This design comes from an exercise in tuning for small area on the open sky130 flow, not from production work. In this exercise RTL edits were held to simulation tests only and were not proved equivalent to the original. Power is estimated from default activity; no workload was simulated.

--- flow/config.mk ---
export PLATFORM = sky130hd
export DESIGN_NAME = circuit
export DESIGN_NICKNAME = circuit
export VERILOG_FILES = /design/flow/design.v
export SDC_FILE = /design/flow/constraint.sdc
export NUM_CORES = 4
export LEC_CHECK = 0
export CAP_MARGIN = 20
export CORE_MARGIN = 2
export CORE_UTILIZATION = 40
export SLEW_MARGIN = 20
--- flow/constraint.sdc ---
create_clock -name core_clock -period 10.0 [get_ports {CLK}]
set_input_delay 2.0000 -clock core_clock [delete_from_list [all_inputs] [get_ports {CLK}]]
set_output_delay 2.0000 -clock core_clock [all_outputs]
set_load 0.01 [all_outputs]
--- flow/run.sh ---
#!/bin/bash
# synth_recipe.tcl (not shown) runs the flow's synth.tcl, then flattens the netlist and writes it again
# the make line also repeats each setting of config.mk as NAME=value (left out here)
make -C /OpenROAD-flow-scripts/flow DESIGN_CONFIG=/design/flow/config.mk WORK_HOME=/design/flow/orfs CLKGATE_MAP_FILE= SYNTH_SCRIPT=/design/flow/synth_recipe.tcl finish
--- flow/design.v ---
module min_finder(E, S);
    input [3:0] E;
    output [1:0] S;
    assign S =  (E[0] == 1'b1) ? 2'b00 : 
                (E[1] == 1'b1) ? 2'b01 : 
                (E[2] == 1'b1) ? 2'b10 : 
                (E[3] == 1'b1) ? 2'b11 :
                2'b11;
endmodule
module two_to_one_mux(sel, inp_signal, result);
    input sel;
    input inp_signal;
    output result;
    assign result = (sel == 1'b0) ? inp_signal : ~inp_signal; 
endmodule
module two_bit_to_one_mux(sel, switch, L, result);
    input sel;
    input [1:0] switch, L;
    output [1:0] result;
    assign result = (sel == 1'b0) ? L : switch;
endmodule
module debouncer(
    input sig,
    input CLK,
    input RST,
    output reg deb_signal
    );
    parameter CLK_F = 8_000;
    localparam count_to = CLK_F / 2;
    reg [1:0] state;
    reg [11:0] counter;
    reg btn_s, btn_s_prev;
    always @ (posedge CLK or negedge RST) begin
        if (~RST) begin
            state <= 0;
            deb_signal <= 0;
            btn_s <= 0;
            btn_s_prev <= 0;
        end else begin
        btn_s <= sig;
        btn_s_prev <= btn_s;
        deb_signal <= 0;
        case (state)
            0: begin
                    if (btn_s && ~btn_s_prev) begin
                    state <= 1;
                    counter <= 0;
                    end
                end
            1: begin
                if (counter < count_to - 1) begin
                counter <= counter + 1;
                end else begin
                    deb_signal <= 1;
                    state <= 0;
                    end
                end
            endcase
        end
    end
endmodule
module fsm(enter, exit, CLK, RST, switch, E, capacity, full, open_door);
    input enter, exit, CLK, RST;
    input [1:0] switch;
    input [3:0] E;
    output full, open_door;
    output reg [2:0] capacity;
    parameter s0 = 3'b000, s1 = 3'b001, s2 = 3'b010, s3 = 3'b011, s4 = 3'b100;
    reg [2:0] state;
    assign full = (state == s0) & enter;
    assign open_door = ((state != s0) & enter) | ((state != s4) & exit & ~E[switch]);
    always @ (posedge CLK or negedge RST) begin
        if (~RST) begin
            state <= s4;
            capacity <= s4;
        end
        else begin case(state)
            s4: if ((enter == 1 & exit == 0) | (enter == 1 & exit == 1)) begin
                state <= s3;
                capacity <= s3;
            end else begin
                state <= s4;
                capacity <= s4;
            end
            s3: if (enter == 1 & exit == 0) begin
                state <= s2;
                capacity <= s2;
            end else if (enter == 0 & exit == 1 & ~E[switch]) begin
                state <= s4;
                capacity <= s4;
            end else begin
                state <= s3;
                capacity <= s3;
            end
            s2: if (enter == 1 & exit == 0) begin
                state <= s1;
                capacity <= s1;
            end else if (enter == 0 & exit == 1 & ~E[switch]) begin
                state <= s3;
                capacity <= s3;
            end else begin
                state <= s2;
                capacity <= s2;
            end
            s1: if (enter == 1 & exit == 0) begin
                state <= s0;
                capacity <= s0;
            end else if (enter == 0 & exit == 1 & ~E[switch]) begin
                state <= s2;
                capacity <= s2;
            end else begin
                state <= s1;
                capacity <= s1;
            end
            s0: if (enter == 0 & exit == 1 & ~E[switch]) begin
                state <= s1;
                capacity <= s1;
            end else begin
                state <= s0;
                capacity <= s0;
            end
        endcase
        end
    end
endmodule
module spots_register(En, make_entry, CLK, RST, sel, E);
    input make_entry, CLK, En, RST;
    input [1:0] sel;
    output reg [3:0]  E;
    always @ (posedge CLK or negedge RST) begin
        if (~RST) begin
            E <= 4'b1111;
        end
        else if (En) begin
            if (make_entry) begin
                E[sel] <= 1'b0;
            end else begin
                E[sel] <= 1'b1;
            end
        end
    end
endmodule
module digitMUX_clk_divider(CLK_IN, RST, TICK);
    input CLK_IN, RST;
    output TICK;
    reg CLK_OUT;
    reg [0:0] counter;
    assign TICK = (counter == 2 - 1) & ~CLK_OUT;
    always @(posedge CLK_IN or negedge RST) begin
        if (~RST) begin
            counter <= 0;
            CLK_OUT <= 0;
        end
        else if (counter == 2 - 1) begin
            counter <= 0;
            CLK_OUT <= ~CLK_OUT;
        end
        else begin
            counter <= counter + 1;
        end
    end
endmodule
module full_clock_divider(CLK_IN, RST, TICK);
    input CLK_IN, RST;
    output TICK;
    reg CLK_OUT;
    reg [9:0] counter;
    assign TICK = (counter == 1_000 - 1) & ~CLK_OUT;
    always @(posedge CLK_IN or negedge RST) begin
        if (~RST) begin
            counter <= 0;
            CLK_OUT <= 0;
        end
        else if (counter == 1_000 - 1) begin
            counter <= 0;
            CLK_OUT <= ~CLK_OUT;
        end
        else begin
            counter <= counter + 1;
        end
    end
endmodule
module timer_clock_divider(CLK_IN, RST, TICK);
    input CLK_IN, RST;
    output TICK;
    reg CLK_OUT;
    reg [10:0] counter;
    assign TICK = (counter == 2_000 - 1) & ~CLK_OUT;
    always @(posedge CLK_IN or negedge RST) begin
        if (~RST) begin
            counter <= 0;
            CLK_OUT <= 0;
        end
        else if (counter == 2_000 - 1) begin
            counter <= 0;
            CLK_OUT <= ~CLK_OUT;
        end
        else begin
            counter <= counter + 1;
        end
    end
endmodule
module digitsMUX(
    input CLK,
    input RST,
    input [1:0] location,
    input [2:0] capacity,
    input [3:0] E,
    output reg [4:0] selector,
    output reg [7:0] segments_L
    );
    wire tick_1, tick_2;
    wire tick;
    digitMUX_clk_divider dmcd(CLK, RST, tick_1);
    full_clock_divider tfcd(CLK, RST, tick_2);
    assign tick = (~E != 4'b1111) ? tick_1 : tick_2;
    always @ (posedge CLK or negedge RST) begin
        if (~RST) begin
            selector <= 5'b01000;
        end
        else if (tick) begin
        case (selector)
            5'b01000: selector <= 5'b00100;
            5'b00100: selector <= 5'b00010;
            5'b00010: selector <= 5'b00001;
            5'b00001: selector <= 5'b01000;
        endcase
        end
    end
    always @ (posedge CLK or negedge RST) begin
        if (~RST) begin
            segments_L <= 8'b00000000;
        end
        else if (tick) begin
        if (selector == 5'b00100) begin
            if (~E == 4'b1111) begin
                segments_L <= 8'b00111000;
            end
            else begin
                segments_L <= 8'b00111111;
            end
        end
        else if (selector == 5'b01000) begin
            if (~E == 4'b1111) begin
                segments_L <= 8'b00111110;
            end
            else begin case (capacity)
                3'b000: segments_L <= 8'b00111111;
                3'b001: segments_L <= 8'b00000110;
                3'b010: segments_L <= 8'b01011011;
                3'b011: segments_L <= 8'b01001111;
                3'b100: segments_L <= 8'b01100110;
                endcase
            end
        end
        else if (selector == 5'b00001) begin
            if (~E == 4'b1111) begin
                segments_L <= 8'b01110001;
            end
            else begin
                segments_L <= 8'b00111111;
            end
        end
        else if (selector == 5'b00010) begin
            if (~E == 4'b1111) begin
                segments_L <= 8'b00111000;
            end
            else begin case (location)
                    2'b00: segments_L <= 8'b00111111;
                    2'b01: segments_L <= 8'b00000110;
                    2'b10: segments_L <= 8'b01011011;
                    2'b11: segments_L <= 8'b01001111;
                endcase
            end
        end
        end
    end
endmodule
module full_blink(full, CLK, RST, light);
    input full, CLK, RST;
    output reg light;
    reg [3:0] counter;
    reg blinking;
    wire tick;
    timer_clock_divider tcd(
        .CLK_IN(CLK),
        .RST(RST),
        .TICK(tick)
    );
    always @ (posedge CLK or negedge RST) begin
        if (~RST) begin
            light <= 1'b0;
            counter <= 4'b0000;
            blinking <= 1'b0;
        end
        else if (full) begin
            blinking <= 1'b1;
            counter <= 0;
            light <= 1'b1;
        end
        else if (tick) begin
        if (counter != 6 - 1 & blinking) begin
            light <= ~light;
            counter <= counter + 1;
        end
        else begin
            light <= 1'b0;
            counter <= 0;
            blinking <= 0;
        end
        end
    end
endmodule
module open_door_blink(door_open, CLK, RST, light);
    input door_open, CLK, RST;
    output reg light;
    reg [4:0] counter;
    reg blinking;
    wire tick;
    timer_clock_divider tcd(
        .CLK_IN(CLK),
        .RST(RST),
        .TICK(tick)
    );
    always @ (posedge CLK or negedge RST) begin
        if (~RST) begin
            light <= 1'b0;
            counter <= 5'b00000;
            blinking <= 1'b0;
        end
        else if (door_open) begin
            blinking <= 1'b1;
            counter <= 0;
            light <= 1'b1;
        end
        else if (tick) begin
        if (counter != 20 - 1 & blinking) begin
            light <= ~light;
            counter <= counter + 1;
        end
        else begin
            light <= 1'b0;
            counter <= 0;
            blinking <= 0;
        end
        end
    end
endmodule
module circuit(enter_nd, exit_nd, switch, CLK, RST, full, door_open,
                capacity,
                E, L,
                open_light, full_light, segments_L, selector
    );
    input enter_nd, exit_nd, CLK, RST;
    input [1:0] switch;
    output full, door_open, open_light, full_light;
    output [2:0] capacity;
    output [1:0] L;
    output [3:0] E;
    output [7:0] segments_L;
    output [4:0] selector;
    wire enter, exit;
    debouncer db(~enter_nd, CLK, RST, enter);
    debouncer db1(~exit_nd, CLK, RST, exit);
    wire open_enter, open_exit, make_entry;
    assign open_enter = door_open | enter;
    assign open_exit = door_open & exit;
    fsm mainbody(enter, exit, CLK, RST, switch, E, capacity, full, door_open);
    two_to_one_mux letin(open_exit, open_enter, make_entry);
    wire [1:0] spot;
    two_bit_to_one_mux eore(open_exit, switch, L, spot);
    wire En = E[0] | E[1] | E[2] | E[3] | exit;
    min_finder mf(E, L);
    digitsMUX dm(CLK, RST, L, capacity, E, selector, segments_L);
    spots_register sr(En, make_entry, CLK, RST, spot, E);
    full_blink fb(full, CLK, RST, full_light);
    open_door_blink odb(door_open, CLK, RST, open_light);
endmodule
==> flow_metrics.py, run 1 <==
metrics = {
    "synthesis": {
        "synth-seq-cells": 100,
        "yosys-top-cells-area": "dfrtp_1 34%, edfxtp_1 14%, nor2_1 3.8%",
        "synth_area_um2": 5130,
        "yosys_warnings": 9,
        "synth_seq_area_share": 0.512,
        "synth_ff_type": "dfrtp_1",
        "synth_area_leader_cell": "dfrtp_1",
        "synth_cells": 494,
        "synthArstFlopShare": 0.760,
        "netlist-cell-type-count": 66,
        "synth_edf_count": 24,
        "syn_avg_cell_area_um2": 10.4,
        "synth_top_area_share": 0.341,
    },
    "power_and_ir_drop": {
        "pwr-share-seq": 0.528,
        "clkPwrFrac": 0.377,
        "powerDensity_nw_per_um2": 159,
        "pwr-share-comb": 0.095,
        "power.internal_mw": 0.716,
        "leakagePower_nw": 2.43,
        "swShare": 0.231,
        "switchingPower_mw": 0.215,
        "vdd_ir_drop_max_mv": 0.104,
    },
    "clock_tree": {
        "clkLatencyLatePin_ps": 340,
        "clk_pin_slew_ps": 60,
        "cts_setup_buffers": 0,
        "cts_tree": "done",
        "h-tree-depth": 3,
        "clockBufferDepth": 2,
        "postCtsHoldBufs": 0,
        "cts-root-buf": "clkbuf_16",
        "cts.sinks": 100,
        "cts-buffers-inserted": 9,
        "cts.repair.resized": 0,
    },
    "placed_design": {
        "routabilityCongestion": 0.786,
        "placed_area_um2": 5550,
        "hpwl_um": 6190,
        "port_buffers": 29,
        "dp_slack_ps": 3760,
    },
    "worst_setup_path": {
        "crit_buf_inv": 3,
        "slowest_stage": "clkdlybuf4s50_1",
        "cp_max_fo": 7,
        "cp-end-kind": "primary output",
        "cp.arrival_ps": 4240,
        "cp.required_ps": 8000,
        "crit_family": "buffers and inverters",
        "crit_chain": "clkdlybuf4s50_1 -> mux2_2 -> o22a_4 -> o21a_4 -> inv_1 -> clkdlybuf4s50_1",
        "start_kind": "primary input",
        "critPathKind": "in2out",
        "cpMostUsedCell": "clkdlybuf4s50_1",
        "cp_slowest_stage_delay_ps": 620,
    },
    "sta": {
        "drv_slew": 0,
        "fin_crit_sh": 0.624,
        "max-slew-margin-rel": 0.452,
        "tns_ps": 0,
        "final.setup.worst_slack_ps": 3760,
        "grt_setup_unrepaired": "false",
        "fin_crit_ps": 6240,
        "hold_viol": 0,
        "setup_viol": 0,
        "fmax_mhz": 160,
        "skew_ps": 3.73,
        "worst_pin_slew_ps": 823,
    },
    "detailed_routing": {
        "vias": 3518,
        "drtIter0Drc": 188,
        "wl_um": 9090,
        "drc": 0,
        "ant_nets": 0,
        "viasPerCell": 5.06,
        "wl_per_cell_um": 13.1,
        "dr.pass1.iters": 5,
    },
    "cells_and_area": {
        "layout-drive-gt1-share": 0.0994,
        "register_area_um2": 2630,
        "areaGrowthSynthToFinish_pct": 14.0,
        "final_nets": 532,
        "n_antenna_cell": 0,
        "fin_area_um2": 5850,
        "num-fill-cells": 1162,
        "multi_input_area_um2": 2330,
    },
    "grt": {
        "track_usage": 0.149,
        "overflow": 0,
        "antenna_found_initial": 0,
        "grt_max_degree": 67,
        "grt_pass1_vias": 3497,
        "grt_pass1_wl_um": 16100,
    },
    "floorplanning": {
        "die_area_um2": 13800,
        "start_util": 0.408,
        "placementRows": 41,
        "coreArea_um2": 12600,
        "die_y_um": 117,
        "io_pins": 32,
        "die_x_um": 117,
    },
    "job": {
        "maxCapViolCount": 0,
    },
    "outcome": {
        "status": "complete, no violations",
    },
    "hold_path": {
        "worstHoldPathType": "reg2reg",
    },
}
[cell usage after synthesis (3+ instances only)]
library cell and instances:
nor3_1 15, o22ai_1 3, nand2b_1 6, mux2i_1 4, clkbuf_1 12, xnor2_1 22, or4_1 3, buf_2 3
xor2_1 19, nor2b_1 10, a21oi_1 20, and2_1 22, nor2_1 52, edfxtp_1 24, ha_1 8, dfstp_2 6
mux2_2 5, o211ai_1 3, and3_1 7, a21boi_0 3, o21ai_0 34, nand3_1 21, nand2_1 30, or3_1 10
dfrtp_1 70, mux2_4 8, nand4_1 9, inv_1 18
[power groups by stage]
| stage | sequential (mW) | clock [mW] | combinational (mW) |
|---|---|---|---|
| final | 0.492 | 0.351 | 0.0884 |
| after global routing | 0.498 | 0.378 | 0.102 |
| after CTS | 0.492 | 0.364 | 0.0900 |
| after detailed placement | 0.499 | 0 | 0.0893 |
| after global placement | 0.498 | 0 | 0.0871 |
| after floorplan | 0.490 | 0 | 0.0673 |
[path summary, 6_finish.rpt]
check	startpoint	to	slack [ps]	cells past startpoint
setup / recovery	switch[0]	door_open	3760	6
hold / removal	db.btn_s	db.btn_s_prev	380	0
setup reg to reg	fb.tcd.counter[0]	fb.counter[2]	7570	6
hold reg to reg	db.btn_s	db.btn_s_prev	380	0
max in group asynchronous	RST	fb.tcd.counter[2]	7440	2
min in group asynchronous	RST	odb.counter[0]	1510	1
[area by class of cell]
cell class | instances | share of cell area
clock buffer | 13 | 0.0445
sequential | 100 | 0.449
clock inverter | 3 | 0.00748
inverter | 19 | 0.0122
timing repair buffer | 31 | 0.0517
multi-input combinational | 357 | 0.398
tap | 172 | 0.0368
[state kept, by name (all words and copies together), names as in the netlist, 3 cells and up, named ones only]
register / flops
db.counter: 12
db1.counter: 12
fb.tcd.counter: 11
odb.tcd.counter: 11
dm.tfcd.counter: 10
dm.segments_L: 7
odb.counter: 5
dm.selector: 4
fb.counter: 4
mainbody.capacity: 3
[stage by stage]
stage	hold slack (ps)	util	std cells	power (mW)
after detailed placement	365	0.441	679	0.589
after global routing	392	0.466	695	0.977
final	378	0.466	695	0.931
after floorplan	354	-	495	0.558
after CTS	380	0.466	695	0.946
after global placement	362	0.441	679	0.585
[kinds of logic after synthesis]
logic type	synth area share
flip-flops	0.512
adder cells (fa/ha/maj)	0.0195
other	0.000731
AND/OR/NAND/NOR	0.220
buffers and inverters	0.0346
AO/OA/AOI/OAI	0.101
XOR/XNOR	0.0700
multiplexers	0.0422
[routing by layer]
layer	vias to the layer above	global-route usage	wire, um
li1	1780	-	-
met1	1678	0.189	4350
met2	46	0.238	4200
met3	14	0.0438	377
met4	0	0.0643	161
met5	-	0	0
[cell usage in the layout (no fill, tap or decap), drive strengths merged, types with 3 or more instances in the layout]
cell	n
clkbuf	13
mux2i	4
nor2	52
and2	23
edfxtp	24
nor4	5
buf	3
a21oi	21
nor2b	10
nand4	10
o211ai	3
inv	20
dfrtp	70
or4	3
clkdlybuf4s50	28
and3	7
o22ai	3
xnor2	22
mux2	13
nand2b	6
o21ai	34
nand2	30
a21boi	3
xor2	19
dfstp	6
nor3	15
ha	8
nand3	21
or3	10
[worst register-to-register path, delay by kind of cell, from the launching register on]
family                   cells  cell delay [ps]
adder cells (fa/ha/maj)      1              180
AND/OR/NAND/NOR              4             1650
flip-flops                   1              360
AO/OA/AOI/OAI                1              150
==> inputs of run 2 (changes only) <==
==> flow/design.v (replaced) <==
module deb_nlfsr(nd, CLK, RST, pulse);
    input nd, CLK, RST;
    output pulse;
    reg s0, s1;           
    reg [11:0] c;
    wire z = ~|c[10:0];
    wire edge_ = ~s0 & s1;
    wire fb = ~z & (c[11] ^ c[10] ^ c[6] ^ (c[9] | c[4]));
    assign pulse = z & c[11];
    always @(posedge CLK or negedge RST) begin
        if (~RST) begin
            s0 <= 1'b1;
            s1 <= 1'b1;
            c <= 12'd0;
        end else begin
            s0 <= nd;
            s1 <= s0;
            c <= {c[10:3], c[2] , c[1] | (z & edge_), c[0], fb};
        end
    end
endmodule
module circuit(enter_nd, exit_nd, switch, CLK, RST, full, door_open,
                capacity,
                E, L,
                open_light, full_light, segments_L, selector
    );
    input enter_nd, exit_nd, CLK, RST;
    input [1:0] switch;
    output full, door_open, open_light, full_light;
    output [2:0] capacity;
    output [1:0] L;
    output [3:0] E;
    output [7:0] segments_L;
    output [4:0] selector;
    wire enter, exit;
    deb_nlfsr db0(enter_nd, CLK, RST, enter);
    deb_nlfsr db1(exit_nd, CLK, RST, exit);
    reg [4:0] m32;
    reg [6:0] m125;
    wire x124 = m125[6] & ~|m125[5:0];
    wire tick4  = ~m32[1] & m32[0];                        
    wire tick2k = x124 & ~m32[3] & (&m32[2:0]);             
    wire tick4k = x124 & ~m32[4] & (&m32[3:0]);             
    always @(posedge CLK or negedge RST) begin
        if (~RST) begin
            m32 <= 5'd0;
            m125 <= 7'd0;
        end else begin
            m32 <= m32 ^ {&m32[3:0], &m32[2:0], &m32[1:0], m32[0], 1'b1};
            m125 <= {m125[5:0], ~(m125[6] ^ (m125[0] & ~m125[1]))};
        end
    end
    reg [3:0] Er;
    reg [2:0] st;
    assign E = Er;
    assign capacity = st;
    wire occ = ~Er[switch];
    assign full = (st == 3'd0) & enter;
    assign door_open = ((st != 3'd0) & enter) | ((st != 3'd4) & exit & occ);
    assign L = Er[0] ? 2'd0 : Er[1] ? 2'd1 : Er[2] ? 2'd2 : 2'd3;
    always @(posedge CLK or negedge RST) begin
        if (~RST)
            st <= 3'd4;
        else case (st)
            3'd4: if (enter) st <= 3'd3;
            3'd3: if (enter & ~exit) st <= 3'd2;
                  else if (~enter & exit & occ) st <= 3'd4;
            3'd2: if (enter & ~exit) st <= 3'd1;
                  else if (~enter & exit & occ) st <= 3'd3;
            3'd1: if (enter & ~exit) st <= 3'd0;
                  else if (~enter & exit & occ) st <= 3'd2;
            3'd0: if (~enter & exit & occ) st <= 3'd1;
            default: ;
        endcase
    end
    wire open_exit = door_open & exit;
    wire open_enter = door_open | enter;
    wire make_entry = open_exit ? ~open_enter : open_enter;
    wire [1:0] spot = open_exit ? switch : L;
    wire En = (|Er) | exit;
    always @(posedge CLK or negedge RST) begin
        if (~RST)
            Er <= 4'b1111;
        else if (En)
            Er[spot] <= ~make_entry;
    end
    reg [1:0] pos;
    reg [2:0] v;
    wire efull = ~|Er;
    wire dtick = efull ? tick2k : tick4;
    assign selector = {1'b0, pos == 2'd0, pos == 2'd1, pos == 2'd2, pos == 2'd3};
    always @(posedge CLK or negedge RST) begin
        if (~RST) begin
            pos <= 2'd0;
            v <= 3'd5;
        end else if (dtick) begin
            pos <= {pos[1] ^ pos[0], ~pos[0]};
            v <= efull ? 3'd7 : (pos == 2'd0) ? st : (pos == 2'd2) ? {1'b0, L} : 3'd0;
        end
    end
    reg [6:0] seg;
    always @(*) begin
        case (v)
            3'd0: seg = 7'b0111111;
            3'd1: seg = 7'b0000110;
            3'd2: seg = 7'b1011011;
            3'd3: seg = 7'b1001111;
            3'd4: seg = 7'b1100110;
            3'd7: seg = (pos == 2'd0) ? 7'b1110001 : (pos == 2'd1) ? 7'b0111110 : 7'b0111000;
            default: seg = 7'b0000000;
        endcase
    end
    assign segments_L = {1'b0, seg};
    reg [4:0] ko;
    reg [2:0] kf;
    assign open_light = ~ko[0];
    assign full_light = ~kf[0];
    always @(posedge CLK or negedge RST) begin
        if (~RST) begin
            ko <= 5'd31;
            kf <= 3'd7;
        end else begin
            if (door_open) ko <= 5'd0;
            else if (tick4k) ko <= (ko[4] & ko[1] & ko[0]) ? 5'd31 : ko ^ {&ko[3:0], &ko[2:0], &ko[1:0], ko[0], 1'b1};
            if (full) kf <= 3'd0;
            else if (tick4k) kf <= (kf[2] & kf[0]) ? 3'd7 : kf ^ {&kf[1:0], kf[0], 1'b1};
        end
    end
endmodule
==> run 2 against run 1 <==
Against the previous run: register-to-register slack got worse by 380 ps; first-iteration DRC count fell by 74%; synthesized cell count fell by 51%; critical path type unchanged; maximum frequency fell by 2.2%; die area is 45% lower; via count shrank 48%; global-route usage is 0.29 points lower; final area is 43% lower; combinational power rose to 4.0 times the previous value; clock skew up 2.8 ps; still clean on timing, DRC and antenna; sequential share of layout area up 0.94 points; largest cell class unchanged; utilization rose by 2.6 points.
==> flow_metrics.py, run 2 <==
metrics = {
    "floorplanning": {
        "die_y_um": 87.3,
        "io_pins": 32,
        "coreArea_um2": 6760,
        "die_x_um": 87.3,
        "die_area_um2": 7620,
        "start_util": 0.411,
        "placementRows": 30,
    },
    "sta": {
        "fmax_mhz": 157,
        "skew_ps": 6.49,
        "setup_viol": 0,
        "tns_ps": 0,
        "fin_crit_sh": 0.638,
        "hold_viol": 0,
        "fin_crit_ps": 6380,
        "grt_setup_unrepaired": "false",
        "drv_slew": 0,
        "worst_pin_slew_ps": 727,
        "max-slew-margin-rel": 0.515,
    },
    "worst_setup_path": {
        "cp_max_fo": 6,
        "crit_chain": "clkdlybuf4s50_1 -> mux4_2 -> a21o_4 -> o22ai_1 -> clkdlybuf4s50_1",
        "slowest_stage": "clkdlybuf4s50_1",
        "cp.arrival_ps": 4380,
        "r2r-end": "Er[0]",
        "ff2ff_setup_slack_ps": 7190,
        "cpMostUsedCell": "clkdlybuf4s50_1",
        "cp.required_ps": 8000,
        "cp-end-kind": "primary output",
        "start_kind": "primary input",
        "rr_startpoint": "db0.c[5]",
        "cp_slowest_stage_delay_ps": 640,
        "crit_buf_inv": 2,
        "r2r_cells": 8,
        "crit_family": "buffers and inverters",
        "critPathKind": "in2out",
    },
    "grt": {
        "overflow": 0,
        "track_usage": 0.146,
        "grt_pass1_wl_um": 8450,
        "antenna_found_initial": 0,
        "grt_max_degree": 61,
        "grt_pass1_vias": 1780,
    },
    "synthesis": {
        "synth-seq-cells": 60,
        "synthArstFlopShare": 1.00,
        "synth_edf_count": 0,
        "syn_avg_cell_area_um2": 11.5,
        "synth_common_cells": "41 x dfrtp_1, 19 x dfstp_2, 17 x nand2_1, 17 x nor2_1",
        "synth_area_leader_cell": "dfrtp_1",
        "synth_cells": 241,
        "synth_area_um2": 2780,
        "synth_seq_area_share": 0.549,
        "yosys-top-cells-area": "dfrtp_1 37%, dfstp_2 18%, ha_1 7.2%",
        "yosys_warnings": 2,
        "synth_top_area_share": 0.370,
        "synth.most_common_cell": "dfrtp_1",
        "synth_ff_type": "dfrtp_1",
        "netlist-cell-type-count": 56,
    },
    "clock_tree": {
        "h-tree-depth": 3,
        "clockBufferDepth": 2,
        "clk_pin_slew_ps": 60,
        "cts-buffers-inserted": 9,
        "cts_setup_buffers": 0,
        "cts_tree": "done",
        "clkLatencyLatePin_ps": 330,
        "cts.repair.resized": 0,
        "cts-root-buf": "clkbuf_8",
        "postCtsHoldBufs": 0,
        "cts.sinks": 60,
    },
    "cells_and_area": {
        "final_core_util": 0.492,
        "fin_area_um2": 3320,
        "final_cell_mix": "41 x dfrtp_1, 28 x clkdlybuf4s50_1, 19 x dfstp_2",
        "areaGrowthSynthToFinish_pct": 19.7,
        "final_common_cell": "dfrtp_1",
        "final_nets": 296,
        "reg_top3": "db0.c: 12 flops, db1.c: 12 flops, m125: 7 flops",
        "n_antenna_cell": 0,
        "layout-drive-gt1-share": 0.176,
    },
    "placed_design": {
        "port_buffers": 29,
        "placed_area_um2": 3120,
        "routabilityCongestion": 0.827,
        "hpwl_um": 3460,
    },
    "hold_path": {
        "worstHoldPathType": "reg2reg",
        "hold_path_end": "db1.s1",
        "worstHoldStart": "db1.s0",
        "worstHoldPathCells": 0,
    },
    "detailed_routing": {
        "wl_per_cell_um": 13.4,
        "drc": 0,
        "vias": 1828,
        "wl_um": 4820,
        "drtIter0Drc": 48,
        "ant_nets": 0,
        "viasPerCell": 5.09,
        "dr.pass1.iters": 4,
    },
    "job": {
        "maxCapViolCount": 0,
    },
    "power_and_ir_drop": {
        "vdd_ir_drop_max_mv": 0.140,
        "leakagePower_nw": 1.42,
        "powerDensity_nw_per_um2": 288,
    },
    "outcome": {
        "status": "complete, no violations",
    },
}
-- run 2: cell types whose count changed after synthesis, sizes merged, moves of 12 or more --
cell | previous run | this run
and2 | 23 | 1
dfrtp | 70 | 41
dfstp | 6 | 19
edfxtp | 24 | 0
mux2 | 13 | 1
nand2 | 30 | 17
nand3 | 21 | 8
nor2 | 52 | 17
o21ai | 34 | 10
xnor2 | 22 | 7
xor2 | 19 | 3
-- run 2: routing by layer --
layer / part of all wire / global-route usage / wire [um]
met3: 0.034 / 0.0351 / 165
met4: 0.017 / 0.0825 / 84
met1: 0.50 / 0.204 / 2390
met5: 0 / 0 / 0
met2: 0.45 / 0.208 / 2180
-- run 2: worst register-to-register path, delay by kind of cell, from the launching register on --
family,cells,cell delay [ps]
AO/OA/AOI/OAI,2,520
adder cells (fa/ha/maj),1,280
buffers and inverters,1,110
flip-flops,1,380
multiplexers,1,360
AND/OR/NAND/NOR,3,1070
-- run 2: report_power, final --
group / leakage [nW] / switching (mW) / internal [mW] / total, mW
logic: 0.643 / 0.169 / 0.183 / 0.352
clock network: 0.106 / 0.0880 / 0.128 / 0.216
registers: 0.675 / 0.0648 / 0.325 / 0.390
total: 1.42 / 0.321 / 0.636 / 0.958
-- run 2: cell families (layout without fill, tap and decap cells) --
logic type | after synthesis | after routing | share of synthesized area
mux | 3 | 3 | 0.0171
other cells | 1 | 2 | 0.00135
fa+ha+maj | 16 | 16 | 0.0721
simple gates | 81 | 81 | 0.162
xor+xnor | 10 | 10 | 0.0315
flops | 60 | 60 | 0.549
buf+inv | 25 | 62 | 0.0406
compound gates | 45 | 45 | 0.126
-- run 2: through the flow --
| step | std cells | worst slack, ps | hold WS [ps] | power, mW |
|---|---|---|---|---|
| 6_report | 359 | 3620 | 364 | 0.958 |
| 5_1_grt | 359 | 3510 | 374 | 1.03 |
| 4_1_cts | 359 | 3590 | 366 | 0.971 |
| 3_5_place_dp | 343 | 3590 | 357 | 0.748 |
| 3_3_place_gp | 343 | 3580 | 356 | 0.739 |
| 2_1_floorplan | 242 | 4890 | 354 | 0.609 |
-- run 2: cell type report --
type                       count  area [um2]
inverter                      16        60.1
multi-input combinational    157        1140
clock buffer                  12         155
clock inverter                 4        48.8
tap                           80         100
sequential                    60        1530
fill                         632        3430
timing repair buffer          30         293
-- run 2: worst max path at each step --
stage                          from         to  slack [ps]  cells after the start
final                     switch[0]  door_open        3620                      5
after floorplan           switch[0]  door_open        4890                      3
after CTS                 switch[0]  door_open        3590                      5
after detailed placement  switch[0]  door_open        3590                      5
after global placement    switch[0]  door_open        3580                      5
after global routing      switch[0]  door_open        3510                      5

-- static timing again, ports no longer ideal --
The results above use ideal ports. As a check the final layouts listed here were re-extracted and re-timed, cells and wires unchanged.
Step 1, drivers: a clkbuf_16 drives CLK and a buf_2 each remaining input, both assumed.
Step 2 moves the port delays by t, midway between the first and last clock arrival at a register: inputs arrive t later, outputs are due t later. That takes back most of the time a late clock gives input paths.
Three values: ideal, step 1, step 2; two values: the first two.
run	t (ns)	setup WS [ns]	worst setup path at the end
run 1	0.377	3.761 / 3.739 / 3.739	input to output
run 2	0.355	3.621 / 3.597 / 3.597	input to output
After both steps setup and hold are still met in every run listed. For run 2, which loses most, drivers alone change the setup slack by -0.024 ns; drivers and shift together by -0.024 ns.
